Context: an optimization exercise on an open-source flow, tuned for small area, a short achievable clock period and few clock cycles. The choices shown serve that exercise and are no tape-out recipe.
At most, simulation tests tie the RTL to the original design; equivalence was not proved.
Power figures rest on the tool's default switching activity, not on a simulated workload.

==> flow/design.v (excerpt) <==
module Tresholding(Go, P_Addr, P_Data, B_Addr, I_RW, I_En, O_RW, O_En, Done, T_Out, Clk, Rst);
	input Go;
	input [7:0] P_Data;
	output reg [16:0] P_Addr, B_Addr;
	output [7:0] T_Out;
	output I_RW, O_RW;
	output reg I_En, O_En, Done;
	input Clk, Rst;
	localparam K  = 10;          
	localparam L  = K + 4;       
	localparam NS = 320 / K;     
	localparam RW = 4;             
	assign I_RW = 1'b0;
	assign O_RW = 1'b1;
	reg         busy;            
	reg         run;             
	reg [RW-1:0] r;              
	reg [7:0]   cc;              
	reg [5:0]   s;               
	wire start   = Go & (~busy | Done);
	wire r_last  = (r == L-1);
	wire s_last  = (s == NS-1);
	wire c_end   = s_last ? (cc == 8'd241) : (cc == 8'd239);
	wire f_last  = r_last & s_last & (cc == 8'd241);
	wire rd_ok   = run & (cc < 8'd240) & ~((s == 0) & (r < 2)) & ~(s_last & (r >= L-2));
	wire ov      = run & (r >= 4) & ((cc >= 8'd2) | (s != 0));
	wire [1:0] otype = ~ov ? 2'd0 : ~r_last ? 2'd1 :
	                   ((cc == 8'd1) | (cc == 8'd241)) ? 2'd3 : 2'd2;
  ...
==> module Tresholding, before the edit <==
module Tresholding(Go, P_Addr, P_Data, B_Addr, I_RW, I_En, O_RW, O_En, Done, T_Out, Clk, Rst);
	input Go;
	input [7:0] P_Data;
	output reg [16:0] P_Addr, B_Addr;
	output [7:0] T_Out;
	output I_RW, O_RW;
	output reg I_En, O_En, Done;
	input Clk, Rst;
	localparam K  = 10;          
	localparam L  = K + 4;       
	localparam NS = 320 / K;     
	localparam RW = 4;             
	assign I_RW = 1'b0;
	assign O_RW = 1'b1;
	reg         busy;            
	reg         run;             
	reg [RW-1:0] r;              
	reg [7:0]   cc;              
	reg [5:0]   s;               
	wire start   = Go & (~busy | Done);
	wire r_last  = (r == L-1);
	wire s_last  = (s == NS-1);
	wire c_end   = s_last ? (cc == 8'd241) : (cc == 8'd239);
	wire f_last  = r_last & s_last & (cc == 8'd241);
	wire rd_ok   = run & (cc < 8'd240) & ~((s == 0) & (r < 2)) & ~(s_last & (r >= L-2));
	wire ov      = run & (r >= 4) & ((cc >= 8'd2) | (s != 0));
	wire [1:0] otype = ~ov ? 2'd0 : ~r_last ? 2'd1 :
	                   ((cc == 8'd1) | (cc == 8'd241)) ? 2'd3 : 2'd2;
	always @(posedge Clk) begin
		if (Rst) begin
			busy <= 1'b0;
			run  <= 1'b0;
		end else begin
			if (start) begin
				busy <= 1'b1;
				run  <= 1'b1;
			end else begin
				if (Done) busy <= 1'b0;
				if (f_last) run <= 1'b0;
			end
		end
	end
	always @(posedge Clk) begin
		if (start) begin
			r  <= 0;
			cc <= 0;
			s  <= 0;
		end else if (run) begin
			if (r_last) begin
				r <= 0;
				if (c_end) begin
					cc <= 0;
					s  <= s + 1'b1;
				end else
					cc <= cc + 1'b1;
			end else
				r <= r + 1'b1;
		end
	end
	reg p_r0, p_c0;                  
	always @(posedge Clk) begin
		if (start) begin
			p_r0 <= 1'b1;
			p_c0 <= 1'b1;
		end else if (run) begin
			p_r0 <= r_last;
			p_c0 <= r_last & c_end;
		end
	end
	always @(posedge Clk) begin
		if (start)
			P_Addr <= 17'd479;
		else if (~p_r0)
			P_Addr <= P_Addr + 17'd240;
		else if (~p_c0)
			P_Addr <= P_Addr - (17'd240*(L-1) - 17'd1);
		else
			P_Addr <= P_Addr - 17'd959;
	end
	reg       rv, rvd;
	reg [3:0] m1, m2, m3;            
	reg [1:0] ot1, ot2, ot3, ot4, ot5, ot6, ot7;
	always @(posedge Clk) begin
		if (Rst) begin
			I_En <= 1'b0;
			rv   <= 1'b0;
			rvd  <= 1'b0;
			ot1 <= 0; ot2 <= 0; ot3 <= 0; ot4 <= 0; ot5 <= 0; ot6 <= 0;
			O_En <= 1'b0;
			Done <= 1'b0;
		end else begin
			I_En <= rd_ok;
			rv   <= I_En;
			rvd  <= rv;
			ot1  <= otype;
			ot2  <= ot1;
			ot3  <= ot2;
			ot4  <= ot3;
			ot5  <= ot4;
			ot6  <= ot5;
			O_En <= (ot6 != 2'd0);
			Done <= (ot6 == 2'd3) & ~run;
		end
	end
	always @(posedge Clk) begin
		m1 <= {(cc == 8'd0) | (cc == 8'd1), (cc == 8'd1), (cc == 8'd2), (cc == 8'd2) | (cc == 8'd3)};
		m2 <= m1;
		m3 <= m2;
		ot7 <= ot6;
	end
	always @(posedge Clk) begin
		if (start)
			B_Addr <= 17'd0;
		else if (O_En) begin
			if (ot7 == 2'd1)
				B_Addr <= B_Addr + 17'd240;
			else if (ot7 == 2'd2)
				B_Addr <= B_Addr - (17'd240*(K-1) - 17'd1);
			else
				B_Addr <= B_Addr + 17'd1;
		end
	end
	localparam N = 4*L;
	reg [7:0] sr [0:N-1];
	reg [7:0] pd;                    
	wire [7:0] din = rvd ? pd : 8'd0;
	integer i;
	always @(posedge Clk) begin
		pd    <= P_Data;
		sr[0] <= din;
		for (i = 1; i < N; i = i + 1)
			sr[i] <= sr[i-1];
	end
	wire [7:0] x4 = m3[3] ? 8'd0 : din;
	wire [7:0] x3 = m3[2] ? 8'd0 : sr[L-1];
	wire [7:0] x2 = sr[2*L-1];
	wire [7:0] x1 = m3[1] ? 8'd0 : sr[3*L-1];
	wire [7:0] x0 = m3[0] ? 8'd0 : sr[4*L-1];
	reg [8:0]  a04, a13;
	reg [10:0] c7;
	always @(posedge Clk) begin
		a04 <= x0 + x4;
		a13 <= x1 + x3;
		c7  <= {x2, 3'b000} - x2;
	end
	wire [7:0] c2 = sr[2*L];         
	reg [12:0] G;
	reg [14:0] X3;
	always @(posedge Clk) begin
		G   <= a04 + {a13, 2'b00} + c7;
		X3  <= 15'd0 - {a13, 1'b0} - {c2, 3'b000};
	end
	wire [7:0] c3 = sr[2*L+1];       
	reg [12:0] H0;
	reg [14:0] H1, H3;
	always @(posedge Clk) begin
		H0 <= G;
		H1 <= {G, 2'b00} - {c3, 1'b0};
		H3 <= {G, 3'b000} - G + X3;
	end
	wire [7:0] c4 = sr[2*L+4];       
	reg [12:0] Q1;
	reg [14:0] Q2;
	reg [15:0] Q3, Q4;
	wire [17:0] acc = Q4 + H0 + {~c4, 8'd0};
	reg  t;
	always @(posedge Clk) begin
		Q1 <= H0;
		Q2 <= Q1 + H1;
		Q3 <= Q2 + H3;
		Q4 <= Q3 + H1;
		t  <= acc[17] | acc[16];
	end
	assign T_Out = {8{t}};
endmodule
Settings: LEC_CHECK=0, CAP_MARGIN=20, CORE_MARGIN=2, CORE_UTILIZATION=40, CTS_BUF_LIST=sky130_fd_sc_hd__clkbuf_8, SETUP_SLACK_MARGIN=5, SLEW_MARGIN=20; clock period 8.0 ns.
standard.sh (not shown) runs the stock make flow with config.mk's settings and CLKGATE_MAP_FILE= SYNTH_SCRIPT=/design/flow/synth_recipe.tcl, a recipe that flattens the netlist after the stock synthesis.
==> flow/flow/run.sh <==
#!/bin/bash
# The standard layout, with ORFS's timing repair aiming at a larger setup
# margin and a clock tree without dummy loads.
bash standard.sh SETUP_SLACK_MARGIN=5.4 "CTS_ARGS=-sink_clustering_enable -repair_clock_nets -dont_use_dummy_load -buf_list sky130_fd_sc_hd__clkbuf_8 -sink_clustering_size 16 -sink_clustering_max_diameter 80 -root_buf sky130_fd_sc_hd__clkbuf_16" finish > standard.log 2>&1
The baseline finished clean.
Testbench counts at the start, summed over its fixed seeds: cycles 322,665.
==> next run, changes <==
--- a/flow/design.v
+++ b/flow/design.v
@@ -8,5 +8,5 @@
 	output reg I_En, O_En, Done;
 	input Clk, Rst;
-	localparam K  = 10;          
+	localparam K  = 8;           
 	localparam L  = K + 4;       
 	localparam NS = 320 / K;     
The new run finished with timing, DRC and antenna clean.
Via count came out higher slightly.
Wire length increases by a few percent.
Utilization climbs by 0.39 points.
Non-clock buffer count went up by 12.
Register-to-register slack is worse by 60 ps.
Clock skew is higher by 9.8 ps.
Sequential cell count goes down by 64.
Final area is lower by a few percent.
Area after synthesis shrinks by a few percent.
Cell count drops by a few percent.
Power went down by roughly a tenth.
Testbench counts after the change, summed over its fixed seeds: cycles 345,693.

---

The RTL this note starts from:
==> flow/design.v <==
`timescale 1 ns/1 ns
module Tresholding(Go, P_Addr, P_Data, B_Addr, I_RW, I_En, O_RW, O_En, Done, T_Out, Clk, Rst);
	input Go;
	input [7:0] P_Data;
	output reg [16:0] P_Addr, B_Addr;
	output [7:0] T_Out;
	output I_RW, O_RW;
	output reg I_En, O_En, Done;
	input Clk, Rst;
	localparam K  = 8;           
	localparam L  = K + 4;       
	localparam NS = 320 / K;     
	localparam RW = 4;             
	assign I_RW = 1'b0;
	assign O_RW = 1'b1;
	reg         busy;            
	reg         run;             
	reg [RW-1:0] r;              
	reg [7:0]   cc;              
	reg [5:0]   s;               
	wire start   = Go & (~busy | Done);
	wire r_last  = (r == L-1);
	wire s_last  = (s == NS-1);
	wire c_end   = s_last ? (cc == 8'd241) : (cc == 8'd239);
	wire f_last  = r_last & s_last & (cc == 8'd241);
	wire rd_ok   = run & (cc < 8'd240) & ~((s == 0) & (r < 2)) & ~(s_last & (r >= L-2));
	wire ov      = run & (r >= 4) & ((cc >= 8'd2) | (s != 0));
	wire [1:0] otype = ~ov ? 2'd0 : ~r_last ? 2'd1 :
	                   ((cc == 8'd1) | (cc == 8'd241)) ? 2'd3 : 2'd2;
	always @(posedge Clk) begin
		if (Rst) begin
			busy <= 1'b0;
			run  <= 1'b0;
		end else begin
			if (start) begin
				busy <= 1'b1;
				run  <= 1'b1;
			end else begin
				if (Done) busy <= 1'b0;
				if (f_last) run <= 1'b0;
			end
		end
	end
	always @(posedge Clk) begin
		if (start) begin
			r  <= 0;
			cc <= 0;
			s  <= 0;
		end else if (run) begin
			if (r_last) begin
				r <= 0;
				if (c_end) begin
					cc <= 0;
					s  <= s + 1'b1;
				end else
					cc <= cc + 1'b1;
			end else
				r <= r + 1'b1;
		end
	end
	reg p_r0, p_c0;                  
	always @(posedge Clk) begin
		if (start) begin
			p_r0 <= 1'b1;
			p_c0 <= 1'b1;
		end else if (run) begin
			p_r0 <= r_last;
			p_c0 <= r_last & c_end;
		end
	end
	always @(posedge Clk) begin
		if (start)
			P_Addr <= 17'd479;
		else if (~p_r0)
			P_Addr <= P_Addr + 17'd240;
		else if (~p_c0)
			P_Addr <= P_Addr - (17'd240*(L-1) - 17'd1);
		else
			P_Addr <= P_Addr - 17'd959;
	end
	reg       rv, rvd;
	reg [3:0] m1, m2, m3;            
	reg [1:0] ot1, ot2, ot3, ot4, ot5, ot6, ot7;
	always @(posedge Clk) begin
		if (Rst) begin
			I_En <= 1'b0;
			rv   <= 1'b0;
			rvd  <= 1'b0;
			ot1 <= 0; ot2 <= 0; ot3 <= 0; ot4 <= 0; ot5 <= 0; ot6 <= 0;
			O_En <= 1'b0;
			Done <= 1'b0;
		end else begin
			I_En <= rd_ok;
			rv   <= I_En;
			rvd  <= rv;
			ot1  <= otype;
			ot2  <= ot1;
			ot3  <= ot2;
			ot4  <= ot3;
			ot5  <= ot4;
			ot6  <= ot5;
			O_En <= (ot6 != 2'd0);
			Done <= (ot6 == 2'd3) & ~run;
		end
	end
	always @(posedge Clk) begin
		m1 <= {(cc == 8'd0) | (cc == 8'd1), (cc == 8'd1), (cc == 8'd2), (cc == 8'd2) | (cc == 8'd3)};
		m2 <= m1;
		m3 <= m2;
		ot7 <= ot6;
	end
	always @(posedge Clk) begin
		if (start)
			B_Addr <= 17'd0;
		else if (O_En) begin
			if (ot7 == 2'd1)
				B_Addr <= B_Addr + 17'd240;
			else if (ot7 == 2'd2)
				B_Addr <= B_Addr - (17'd240*(K-1) - 17'd1);
			else
				B_Addr <= B_Addr + 17'd1;
		end
	end
	localparam N = 4*L;
	reg [7:0] sr [0:N-1];
	reg [7:0] pd;                    
	wire [7:0] din = rvd ? pd : 8'd0;
	integer i;
	always @(posedge Clk) begin
		pd    <= P_Data;
		sr[0] <= din;
		for (i = 1; i < N; i = i + 1)
			sr[i] <= sr[i-1];
	end
	wire [7:0] x4 = m3[3] ? 8'd0 : din;
	wire [7:0] x3 = m3[2] ? 8'd0 : sr[L-1];
	wire [7:0] x2 = sr[2*L-1];
	wire [7:0] x1 = m3[1] ? 8'd0 : sr[3*L-1];
	wire [7:0] x0 = m3[0] ? 8'd0 : sr[4*L-1];
	reg [8:0]  a04, a13;
	reg [10:0] c7;
	always @(posedge Clk) begin
		a04 <= x0 + x4;
		a13 <= x1 + x3;
		c7  <= {x2, 3'b000} - x2;
	end
	wire [7:0] c2 = sr[2*L];         
	reg [12:0] G;
	reg [16:0] X3;
	always @(posedge Clk) begin
		G   <= a04 + {a13, 2'b00} + c7;
		X3  <= {~c2, 8'd0} + {~c2, 3'd0} - {a13, 1'b0} - 17'd2040;
	end
	wire [7:0] c3 = sr[2*L+1];       
	reg [12:0] H0;
	reg [14:0] H1;
	reg [16:0] H3;
	always @(posedge Clk) begin
		H0 <= G;
		H1 <= {G, 2'b00} - {c3, 1'b0};
		H3 <= {G, 3'b000} - G + X3;
	end
	reg [12:0] Q1;
	reg [14:0] Q2;
	reg [16:0] Q3, Q4;
	wire [17:0] acc = Q4 + H0;
	reg  t;
	always @(posedge Clk) begin
		Q1 <= H0;
		Q2 <= Q1 + H1;
		Q3 <= Q2 + H3;
		Q4 <= Q3 + H1;
		t  <= acc[17] | acc[16];
	end
	assign T_Out = {8{t}};
endmodule
clock: 8.0 ns
lec_check: 0
cap_margin: 20
core_margin: 2
core_utilization: 40
cts_buf_list: sky130_fd_sc_hd__clkbuf_8
setup_slack_margin: 5
slew_margin: 20
Scripts as last shown in full above: flow/flow/run.sh
Testbench counts at the start, summed over its fixed seeds: cycles 345,693.
Next try:
--- a/flow/design.v
+++ b/flow/design.v
@@ -7,7 +7,7 @@
 	output I_RW, O_RW;
 	output reg I_En, O_En, Done;
 	input Clk, Rst;
-	localparam K  = 8;           
+	localparam K  = 10;          
 	localparam L  = K + 4;       
 	localparam NS = 320 / K;     
 	localparam RW = 4;             
@@ -78,8 +78,14 @@
 		else
 			P_Addr <= P_Addr - 17'd959;
 	end
+	wire [4:0] e  = {cc == 8'd4, cc == 8'd3, cc == 8'd2, cc == 8'd1, cc == 8'd0};
+	wire       rb = (r < 2);
+	wire k0 = rb ? e[1] : e[0];
+	wire k1 = rb ? e[2] : e[1];
+	wire k2 = rb ? e[3] : e[2];
+	wire k3 = rb ? e[4] : e[3];
 	reg       rv, rvd;
-	reg [3:0] m1, m2, m3;            
+	reg [3:0] mk;                    
 	reg [1:0] ot1, ot2, ot3, ot4, ot5, ot6, ot7;
 	always @(posedge Clk) begin
 		if (Rst) begin
@@ -104,9 +110,7 @@
 		end
 	end
 	always @(posedge Clk) begin
-		m1 <= {(cc == 8'd0) | (cc == 8'd1), (cc == 8'd1), (cc == 8'd2), (cc == 8'd2) | (cc == 8'd3)};
-		m2 <= m1;
-		m3 <= m2;
+		mk <= {k0 | k1, k1, k2, k2 | k3};
 		ot7 <= ot6;
 	end
 	always @(posedge Clk) begin
@@ -132,11 +136,11 @@
 		for (i = 1; i < N; i = i + 1)
 			sr[i] <= sr[i-1];
 	end
-	wire [7:0] x4 = m3[3] ? 8'd0 : din;
-	wire [7:0] x3 = m3[2] ? 8'd0 : sr[L-1];
+	wire [7:0] x4 = mk[3] ? 8'd0 : din;
+	wire [7:0] x3 = mk[2] ? 8'd0 : sr[L-1];
 	wire [7:0] x2 = sr[2*L-1];
-	wire [7:0] x1 = m3[1] ? 8'd0 : sr[3*L-1];
-	wire [7:0] x0 = m3[0] ? 8'd0 : sr[4*L-1];
+	wire [7:0] x1 = mk[1] ? 8'd0 : sr[3*L-1];
+	wire [7:0] x0 = mk[0] ? 8'd0 : sr[4*L-1];
 	reg [8:0]  a04, a13;
 	reg [10:0] c7;
 	always @(posedge Clk) begin
@@ -146,24 +150,24 @@
 	end
 	wire [7:0] c2 = sr[2*L];         
 	reg [12:0] G;
-	reg [16:0] X3;
+	reg [14:0] X3;
 	always @(posedge Clk) begin
 		G   <= a04 + {a13, 2'b00} + c7;
-		X3  <= {~c2, 8'd0} + {~c2, 3'd0} - {a13, 1'b0} - 17'd2040;
+		X3  <= 15'd0 - {a13, 1'b0} - {c2, 3'b000};
 	end
 	wire [7:0] c3 = sr[2*L+1];       
 	reg [12:0] H0;
-	reg [14:0] H1;
-	reg [16:0] H3;
+	reg [14:0] H1, H3;
 	always @(posedge Clk) begin
 		H0 <= G;
 		H1 <= {G, 2'b00} - {c3, 1'b0};
 		H3 <= {G, 3'b000} - G + X3;
 	end
+	wire [7:0] c4 = sr[2*L+4];       
 	reg [12:0] Q1;
 	reg [14:0] Q2;
-	reg [16:0] Q3, Q4;
-	wire [17:0] acc = Q4 + H0;
+	reg [15:0] Q3, Q4;
+	wire [17:0] acc = Q4 + H0 + {~c4, 8'd0};
 	reg  t;
 	always @(posedge Clk) begin
 		Q1 <= H0;
After rerunning:
- The changed run finished clean
- area after synthesis grows by 5.3%
- count of clock-buffer cells in the layout grows by 2
- clock skew decreases by 17 ps
- power came out higher by 14%
- routed wire length rises by 2.4%
- setup slack got worse by 77 ps
- utilization hardly moves
- fmax went down by 2.8%
- via count went up by 1.9%
Only the layout flow was run in the second run of this note; the RTL was not checked for function there.

what the ideal ports hide:
The flow's constraints put no driver on any port. The routed layouts listed below were extracted and timed again, unchanged, in two steps.
Step 1 (the two cells are an assumption about what drives the block):
set clk [get_ports {Clk}]
set_driving_cell -lib_cell sky130_fd_sc_hd__clkbuf_16 $clk
set_driving_cell -lib_cell sky130_fd_sc_hd__buf_2 [delete_from_list [all_inputs] $clk]
Step 2 times the ports against the registers' clock, not the clock port: input delays grow and output delays shrink by t, the midpoint of the rising clock arrivals with the driver on.
a / b / c = ideal ports / drivers / drivers and shift; a / b = the first two.
| run | t, ns | setup WS [ns] | worst setup path at the end | pins driven straight from the clock port |
|---|---|---|---|---|
| the first run of note 1 | 0.584 | 5.337 / 5.281 / 4.901 | input to register | 1 |
| the second run of note 1 | 0.593 | 5.340 / 5.283 / 4.923 | input to register | 1 |
| the first run of note 2 | 0.593 | 5.318 / 5.259 / 4.906 | input to register | 1 |
| the second run of note 2 | 0.591 | 5.241 / 5.189 / 4.842 | input to register | 1 |
After both steps every run listed still meets setup and hold. For the first run of note 1, which loses most, drivers alone change the setup slack by -0.056 ns; drivers and shift together by -0.436 ns.
